This is an optimization exercise on Yosys and OpenROAD, whose aim is small area, a short achievable clock period and few clock cycles, not a production implementation.
The RTL was checked by simulation tests, not by an equivalence proof against the original design.
Power and IR drop assume default switching activity.

[design/flow/design.v]
module fadd_compare (
  input        [15:0] A   ,
  input        [15:0] B   ,
  output logic        SWAP   
);
  always_comb
    SWAP = B[14:0] > A[14:0];
endmodule
module fadd_align (
  input        [15:0] A     ,
  input        [15:0] B     ,
  input               SWAP  ,  
  output logic [ 1:0] SPEC  ,  
  output logic        SIGN  ,  
  output logic        ESUB  ,  
  output logic [ 4:0] EFF   ,  
  output logic [10:0] SIGL  ,  
  output logic [11:0] YS    ,  
  output logic        STICKY
);
  logic        ea_max, eb_max, a_nan, b_nan, a_inf, b_inf;
  logic [ 4:0] eff_a, eff_b, d_ab, d_ba, d_l;
  logic [ 3:0] sh;              
  logic [10:0] sig_a, sig_b, sigs;
  always_comb begin
    ea_max = &A[14:10];
    eb_max = &B[14:10];
    a_nan  = ea_max & (|A[9:0]);
    b_nan  = eb_max & (|B[9:0]);
    a_inf  = ea_max & ~(|A[9:0]);
    b_inf  = eb_max & ~(|B[9:0]);
    if ((a_nan & ~A[9]) | (b_nan & ~B[9]))
      SPEC = 2'b01;
    else if (a_nan | b_nan | (a_inf & b_inf & (A[15] ^ B[15])))
      SPEC = 2'b10;
    else if (a_inf | b_inf)
      SPEC = 2'b11;
    else
      SPEC = 2'b00;
    if (SPEC != 2'b00)
      SIGN = ea_max ? A[15] : B[15];
    else
      SIGN = SWAP ? B[15] : A[15];
    ESUB = A[15] ^ B[15];
    eff_a = {A[14:11], A[10] | ~(|A[14:10])};
    eff_b = {B[14:11], B[10] | ~(|B[14:10])};
    d_ab  = eff_a - eff_b;
    d_ba  = eff_b - eff_a;
    sig_a = {|A[14:10], A[9:0]};
    sig_b = {|B[14:10], B[9:0]};
    d_l   = SWAP ? d_ba  : d_ab;
    sh    = d_l[3:0] | {4{d_l[4]}};
    EFF   = SWAP ? eff_b : eff_a;
    SIGL  = SWAP ? sig_b : sig_a;
    sigs  = SWAP ? sig_a : sig_b;
    YS     = {sigs, 1'b0} >> sh;
    STICKY = 1'b0;
    for (int i = 0; i < 11; i++)
      if (4'(i + 1) < sh)
        STICKY = STICKY | sigs[i];
  end
endmodule
module fadd_sum (
  input        [10:0] SIGL  ,
  input        [11:0] YS    ,
  input               STICKY,
  input               ESUB  ,
  input        [ 4:0] EFF   ,
  output logic [13:0] X     ,
  output logic [ 4:0] EFFP1    
);
  logic [14:0] sum;
  always_comb begin
    sum   = {1'b0, SIGL, 2'b00, 1'b1} + {ESUB, {YS, STICKY} ^ {13{ESUB}}, ESUB};
    X     = sum[14:1];
    EFFP1 = EFF + 5'd1;
  end
endmodule
module fadd_count (
  input        [13:0] X     ,
  input        [ 4:0] EFFP1 ,  
  output logic [ 3:0] K     ,  
  output logic        SUB   ,  
  output logic        OVF   ,  
  output logic        ZERO     
);
  logic [12:0] wm, lim;
  always_comb begin
    lim = '0;
    for (int i = 0; i < 13; i++)
      if (EFFP1 >= 5'(13 - i))
        lim[i] = 1'b1;
    SUB  = ~(|(X[13:1] & lim));
    ZERO = ~(|X[13:1]);
    wm = X[13:1];
    for (int i = 0; i < 13; i++)
      if (EFFP1 == 5'(13 - i))
        wm[i] = 1'b1;
    K = 4'd13;
    for (int i = 0; i < 13; i++)
      if (wm[i])
        K = 4'(12 - i);
    OVF = (X[13] & (EFFP1 == 5'd31)) |
          (X[13] & (EFFP1 == 5'd30) & (&X[12:3]) & (|X[2:0])) |
          (~X[13] & X[12] & (EFFP1 == 5'd31) & (&X[11:2]) & (|X[1:0]));
  end
endmodule
module fadd_pack (
  input        [12:0] W     ,  
  input        [ 3:0] K     ,
  input        [ 4:0] EFFP1 ,
  input               SUB   ,
  input               OVF   ,
  input               ZERO  ,
  input        [ 1:0] SPEC  ,
  input               SIGN  ,
  output logic [15:0] S     ,
  output logic [ 5:0] S_TYPE
);
  logic [12:0] n;
  logic [ 4:0] e_n;
  always_comb begin
    n   = W << K;
    e_n = SUB ? 5'd0 : EFFP1 - {1'b0, K};
    S[15] = SIGN;
    case (SPEC)
      2'b01: begin S[14:0] = 15'h7FFF; S_TYPE = 6'b000001; end
      2'b10: begin S[14:0] = 15'h7FFF; S_TYPE = 6'b000010; end
      2'b11: begin S[14:0] = 15'h7C00; S_TYPE = 6'b000100; end
      default:
        if (OVF) begin
          S[14:0] = 15'h7C00; S_TYPE = 6'b000100;
        end else begin
          S[14:0] = {e_n, n[11:2]};
          if (!SUB)
            S_TYPE = 6'b100000;
          else if (!ZERO)
            S_TYPE = 6'b010000;
          else
            S_TYPE = 6'b001000;
        end
    endcase
  end
endmodule
module fadd (
  input               CLK   ,
  input               RSTn  ,
  input               DVI   ,
  input        [15:0] A     ,
  input        [15:0] B     ,
  output logic        DVO   ,
  output logic [ 5:0] S_TYPE,  
  output logic [15:0] S
);
  logic        s0_swap;
  logic        c1_swap;
  logic [15:0] c1_a, c1_b;
  fadd_compare u_compare (.A(A), .B(B), .SWAP(s0_swap));
  always_ff @(posedge CLK) begin
    c1_swap <= s0_swap;
    c1_a    <= A;
    c1_b    <= B;
  end
  logic [ 1:0] s1_spec, c2_spec;
  logic        s1_sign, c2_sign, s1_esub, c2_esub, s1_sticky, c2_sticky;
  logic [ 4:0] s1_eff, c2_eff;
  logic [10:0] s1_sigl, c2_sigl;
  logic [11:0] s1_ys, c2_ys;
  fadd_align u_align (
    .A(c1_a), .B(c1_b), .SWAP(c1_swap),
    .SPEC(s1_spec), .SIGN(s1_sign), .ESUB(s1_esub), .EFF(s1_eff),
    .SIGL(s1_sigl), .YS(s1_ys), .STICKY(s1_sticky)
  );
  always_ff @(posedge CLK) begin
    c2_spec   <= s1_spec;
    c2_sign   <= s1_sign;
    c2_esub   <= s1_esub;
    c2_eff    <= s1_eff;
    c2_sigl   <= s1_sigl;
    c2_ys     <= s1_ys;
    c2_sticky <= s1_sticky;
  end
  logic [13:0] s2_x, c3_x;
  logic [ 4:0] s2_effp1, c3_effp1;
  logic [ 1:0] c3_spec;
  logic        c3_sign;
  fadd_sum u_sum (
    .SIGL(c2_sigl), .YS(c2_ys), .STICKY(c2_sticky), .ESUB(c2_esub), .EFF(c2_eff),
    .X(s2_x), .EFFP1(s2_effp1)
  );
  always_ff @(posedge CLK) begin
    c3_spec  <= c2_spec;
    c3_sign  <= c2_sign;
    c3_effp1 <= s2_effp1;
    c3_x     <= s2_x;
  end
  logic [ 3:0] s3_k, c4_k;
  logic        s3_sub, c4_sub, s3_ovf, c4_ovf, s3_zero, c4_zero, c4_sign;
  logic [ 1:0] c4_spec;
  logic [ 4:0] c4_effp1;
  logic [12:0] c4_w;
  fadd_count u_count (
    .X(c3_x), .EFFP1(c3_effp1),
    .K(s3_k), .SUB(s3_sub), .OVF(s3_ovf), .ZERO(s3_zero)
  );
  always_ff @(posedge CLK) begin
    c4_spec  <= c3_spec;
    c4_sign  <= c3_sign;
    c4_effp1 <= c3_effp1;
    c4_w     <= c3_x[13:1];
    c4_k     <= s3_k;
    c4_sub   <= s3_sub;
    c4_ovf   <= s3_ovf;
    c4_zero  <= s3_zero;
  end
  logic [15:0] s4_s;
  logic [ 5:0] s4_t;
  fadd_pack u_pack (
    .W(c4_w), .K(c4_k), .EFFP1(c4_effp1), .SUB(c4_sub), .OVF(c4_ovf), .ZERO(c4_zero),
    .SPEC(c4_spec), .SIGN(c4_sign), .S(s4_s), .S_TYPE(s4_t)
  );
  always_ff @(posedge CLK) begin
    S      <= s4_s;
    S_TYPE <= s4_t;
  end
  logic [5:1] dv;
  always_ff @(negedge RSTn, posedge CLK)
    if (!RSTn)
      dv <= '0;
    else
      dv <= {dv[4:1], DVI};
  always_comb DVO = dv[5];
endmodule
[design/flow/flow/run.sh]
#!/bin/bash
# The standard layout (standard.sh), except:
#  - no full/half-adder cell extraction before ABC (ADDER_MAP_FILE empty);
#  - the ports are buffered by flow/pre_gpl.tcl at the start of global
#    placement: buf_1 on the inputs, buf_2 on the outputs;
#  - the clock tree is built of clkbuf_8, with a clkbuf_16 at its root and
#    no dummy loads.
set -o pipefail
bash standard.sh ADDER_MAP_FILE= \
  DONT_BUFFER_PORTS=1 "PRE_GLOBAL_PLACE_TCL=$PWD/flow/pre_gpl.tcl" \
  "CTS_ARGS=-sink_clustering_enable -repair_clock_nets -buf_list sky130_fd_sc_hd__clkbuf_8 -root_buf sky130_fd_sc_hd__clkbuf_16 -dont_use_dummy_load" \
  finish > orfs_flow.log 2>&1
[design/flow/flow/pre_gpl.tcl]
# Buffer every port: the inputs with buf_1, the outputs with buf_2.
buffer_ports -inputs -buffer_cell sky130_fd_sc_hd__buf_1
buffer_ports -outputs -buffer_cell sky130_fd_sc_hd__buf_2
[design/flow/standard.sh]
#!/bin/bash
# synth_recipe.tcl (not shown) runs the flow's synth.tcl, then flattens the netlist and writes it again
# the make line also repeats each setting of config.mk as NAME=value (left out here)
make -C /OpenROAD-flow-scripts/flow DESIGN_CONFIG=/design/flow/config.mk WORK_HOME=/design/flow/orfs CLKGATE_MAP_FILE= SYNTH_SCRIPT=/design/flow/synth_recipe.tcl "${@:-finish}"
[design/flow/config.mk]
export PLATFORM = sky130hd
export DESIGN_NAME = fadd
export DESIGN_NICKNAME = fadd
export VERILOG_FILES = /design/flow/design.v
export SDC_FILE = /design/flow/constraint.sdc
export NUM_CORES = 8
export LEC_CHECK = 0
export ABC_AREA = 1
export CAP_MARGIN = 20
export CORE_MARGIN = 2
export CORE_UTILIZATION = 60
export CTS_BUF_LIST = sky130_fd_sc_hd__clkbuf_8
export GPL_TIMING_DRIVEN = 0
export SETUP_SLACK_MARGIN = 4.2
export SLEW_MARGIN = 20
[design/flow/constraint.sdc]
create_clock -name core_clock -period 6.5 [get_ports {CLK}]
set_input_delay 1.3000 -clock core_clock [delete_from_list [all_inputs] [get_ports {CLK}]]
set_output_delay 1.3000 -clock core_clock [all_outputs]
set_load 0.01 [all_outputs]
==> impl_metrics.tcl <==
set metrics [dict create \
    power_density_mw_per_mm2 362 \
    cp.depth 1 \
    hold_violations 0 \
    synth_edf_count 0 \
    ys_types 50 \
    tightest_slew_ns 0.663 \
    slew_headroom_pct 55.4 \
    yosysMostFrequentCell "nand2_1" \
    critPathCaptureType "output port" \
    cp-startpoint "dv[5]" \
    ys_seq_area_share_pct 42.5 \
    synthArstFlopShare_pct 3.52 \
    synthAdderAreaFrac_pct 0 \
    routed_wl_mm 14.9 \
    cts_buffers 17 \
    status "finished clean" \
    leakage_nw 3.68 \
    crit_fanout 1 \
    grt_use_total_pct 26.1 \
    cp_top_family "flip-flops" \
    antenna_found_initial 0 \
    synth_compound_area_share_pct 13.6 \
    yosys_warnings 6 \
    endpoint "DVO" \
    synth_mux_area_share_pct 0.297 \
    n_antenna_cell 0 \
    synthSimpleGateAreaFrac_pct 29.2 \
    hp-class "reg -> reg" \
    worstPathArrival_ns 0.88 \
    fin_crit_sh_pct 33.5 \
    fin_crit_ns 2.18 \
    vias 6040 \
    worstPathRequired_ns 5.20 \
    path_cells "buf_2" \
    crit_type "reg -> out" \
    area_growth_pct 12.4 \
    grt_pass1_wl_mm 24.2 \
    critPathMaxStageDelay_ns 0.37 \
    route.detailed.drc 0 \
    crit_slowest_cell "dfrtp_1" \
    yosys.area.top_type_share_pct 40.6 \
    rr_worst_depth 19 \
    postCtsHoldBufs 0 \
    grt.overflow.total 0 \
    clk_latency_ns 0.38 \
    hpwl_mm 11.7 \
    reg2reg_from "c1_a[14]" \
    netlist_area_mm2 0.00675 \
    ys_ff_latch 142 \
    r2r_setup_slack_ns 4.36 \
    synth_area_leaders "dfxtp_1, nand2_1, inv_1" \
    port_buffers 57 \
    synthXorXnorAreaFrac_pct 4.69 \
    grt_pass1_vias 5189 \
    synthTopCellsByCount "nand2_1, dfxtp_1, inv_1, nor2_1, o21ai_0" \
    synth_top_family_by_area "simple AND/OR/NAND/NOR gates" \
    critPathBufInv 1 \
    finalSetupViolCount 0 \
    drtAntennaViolNets 0 \
    drive_gt1_share_pct 13.9 \
    synth_area_leader_cell "dfxtp_1" \
    max-cap-violations 0 \
    tns_ns 0 \
    peakVddDrop_mv 0.301 \
    htreeDepth 4 \
    critPathLaunchType "flip-flop" \
    grt_start_max_net_pins 17 \
    dieWidth_um 110 \
    p_total_mw 2.75 \
    coreArea_mm2 0.0109 \
    fin_skew_ns 0.0213 \
    die_h_um 110 \
    clock_path_buffers 2 \
    fin_util_pct 69.7 \
    die_area_mm2 0.0121 \
    drt_iter0_drc 422 \
    io_pins 58 \
    r2r-end "c2_ys[3]" \
    root_buffer "clkbuf_16" \
    slew_violations 0 \
    start_util_pct 62.0 \
    dr.pass1.iters 5 \
    layout.nets 1060 \
    rsz0062_at_grt "yes" \
    via_per_inst 5.19 \
    routedWlPerCell_um 12.9 \
    fmaxAchievable_ghz 0.459 \
    ys_dominant_reg_cell "dfxtp_1" \
    cts_tree "yes" \
    gp_congestion 0.981 \
    cts_num_sinks 142 \
    avgSynthCellArea_um2 7.14 \
    clkTransAtPathRegs_ns 0.07 \
    core.rowCount 38 \
    synth_nets 981 \
    synth_cells 946 \
]
==> power breakdown <==
group	switching (mW)	internal (mW)
Sequential	0.112	1.07
Combinational	0.665	0.382
Clock	0.273	0.246
==> metal layers <==
metal  up-vias  part of all wire, %  GRT usage (%)
met5         -                    0              0
li1       3156                    -              -
met1      2685                   44           32.6
met2       173                   48           43.6
met3        26                  5.5           6.94
met4         0                  1.7           8.59
==> placed cells by master (no fill, tap or decap), types with 18 or more instances in the layout <==
cell and instances:
nand2_1 227, inv_1 132, dfxtp_1 129, nor2_1 88
o21ai_0 78, nand3_1 45, buf_1 30, a21oi_1 29
buf_2 27, nand2_2 23, xnor2_1 18
==> state kept, by name, indices dropped and copies added (netlist names), 4 cells and up <==
signal / flops
c2_ys: 12
c1_b: 16
c2_eff: 5
c4_k: 4
c2_sigl: 11
dv: 5
c3_x: 14
S_TYPE: 6
c4_w: 12
c1_a: 16
S: 16
c3_effp1: 5
c4_effp1: 5
==> worst min-delay path by stage <==
stage	end	cells past startpoint	from	slack [ns]
floorplan	S[15]	0	c4_sign	0.31
global placement	c3_sign	0	c2_sign	0.31
detailed placement	c3_spec[1]	0	c2_spec[1]	0.31
CTS	c3_sign	0	c2_sign	0.32
global route	c3_spec[0]	0	c2_spec[0]	0.32
finish	c3_sign	0	c2_sign	0.31
==> through the flow <==
step	std cells	area, µm²	hold slack (ns)	setup slack, ns
final	1163	7590	0.314	4.32
after global routing	1163	7590	0.319	4.18
after CTS	1160	7410	0.316	4.25
after detailed placement	1143	7170	0.312	3.98
after global placement	1143	7170	0.310	3.99
after floorplan	946	6750	0.310	4.28
==> layout make-up <==
cell class / instances / area (µm²)
Timing Repair Buffer: 60 / 302
Sequential cell: 142 / 2880
Fill cell: 927 / 3300
Clock buffer: 17 / 245
Inverter: 142 / 541
Multi-Input combinational cell: 641 / 3320
Tap cell: 140 / 175
Buffer: 21 / 125
==> repair_timing <==
item                       CTS  global route
resized for setup            0            57
buffers inserted             0             3
setup endpoints to repair    0            10
==> logic make-up after synthesis <==
logic type | Yosys count
multiplexers | 2
AO/OA/AOI/OAI | 157
buffers and inverters | 163
flip-flops | 142
XOR/XNOR | 34
AND/OR/NAND/NOR | 448
Testbench counts, summed over its fixed seeds: cycles 4,136.

## what the ideal ports hide
No port has a modelled driver above. Below, the same layout with a new extraction and two added sets of constraints. Step 1 (the two cells are an assumption about what drives the block):
set clk [get_ports {CLK}]
set_driving_cell -lib_cell sky130_fd_sc_hd__clkbuf_16 $clk
set_driving_cell -lib_cell sky130_fd_sc_hd__buf_2 [delete_from_list [all_inputs] $clk]
Step 2, shift: input delay + t, output delay - t, t = (earliest + latest rising clock arrival at the registers) / 2. This alone moves slack from input paths to output paths. Three values: ideal ports, drivers, drivers and shift; two values: the first two.
t (ns): 0.409
slack for setup (ns): 4.323 / 4.282 / 3.911
latest minus earliest clock arrival (ns): 0.022 / 0.021
slew at the worst register clock pin (ns): 0.08 / 0.08
cell pins on the clock port's net: 1
After both steps this run still meets setup and hold. For this run, drivers alone change the setup slack by -0.041 ns; drivers and shift together by -0.412 ns.
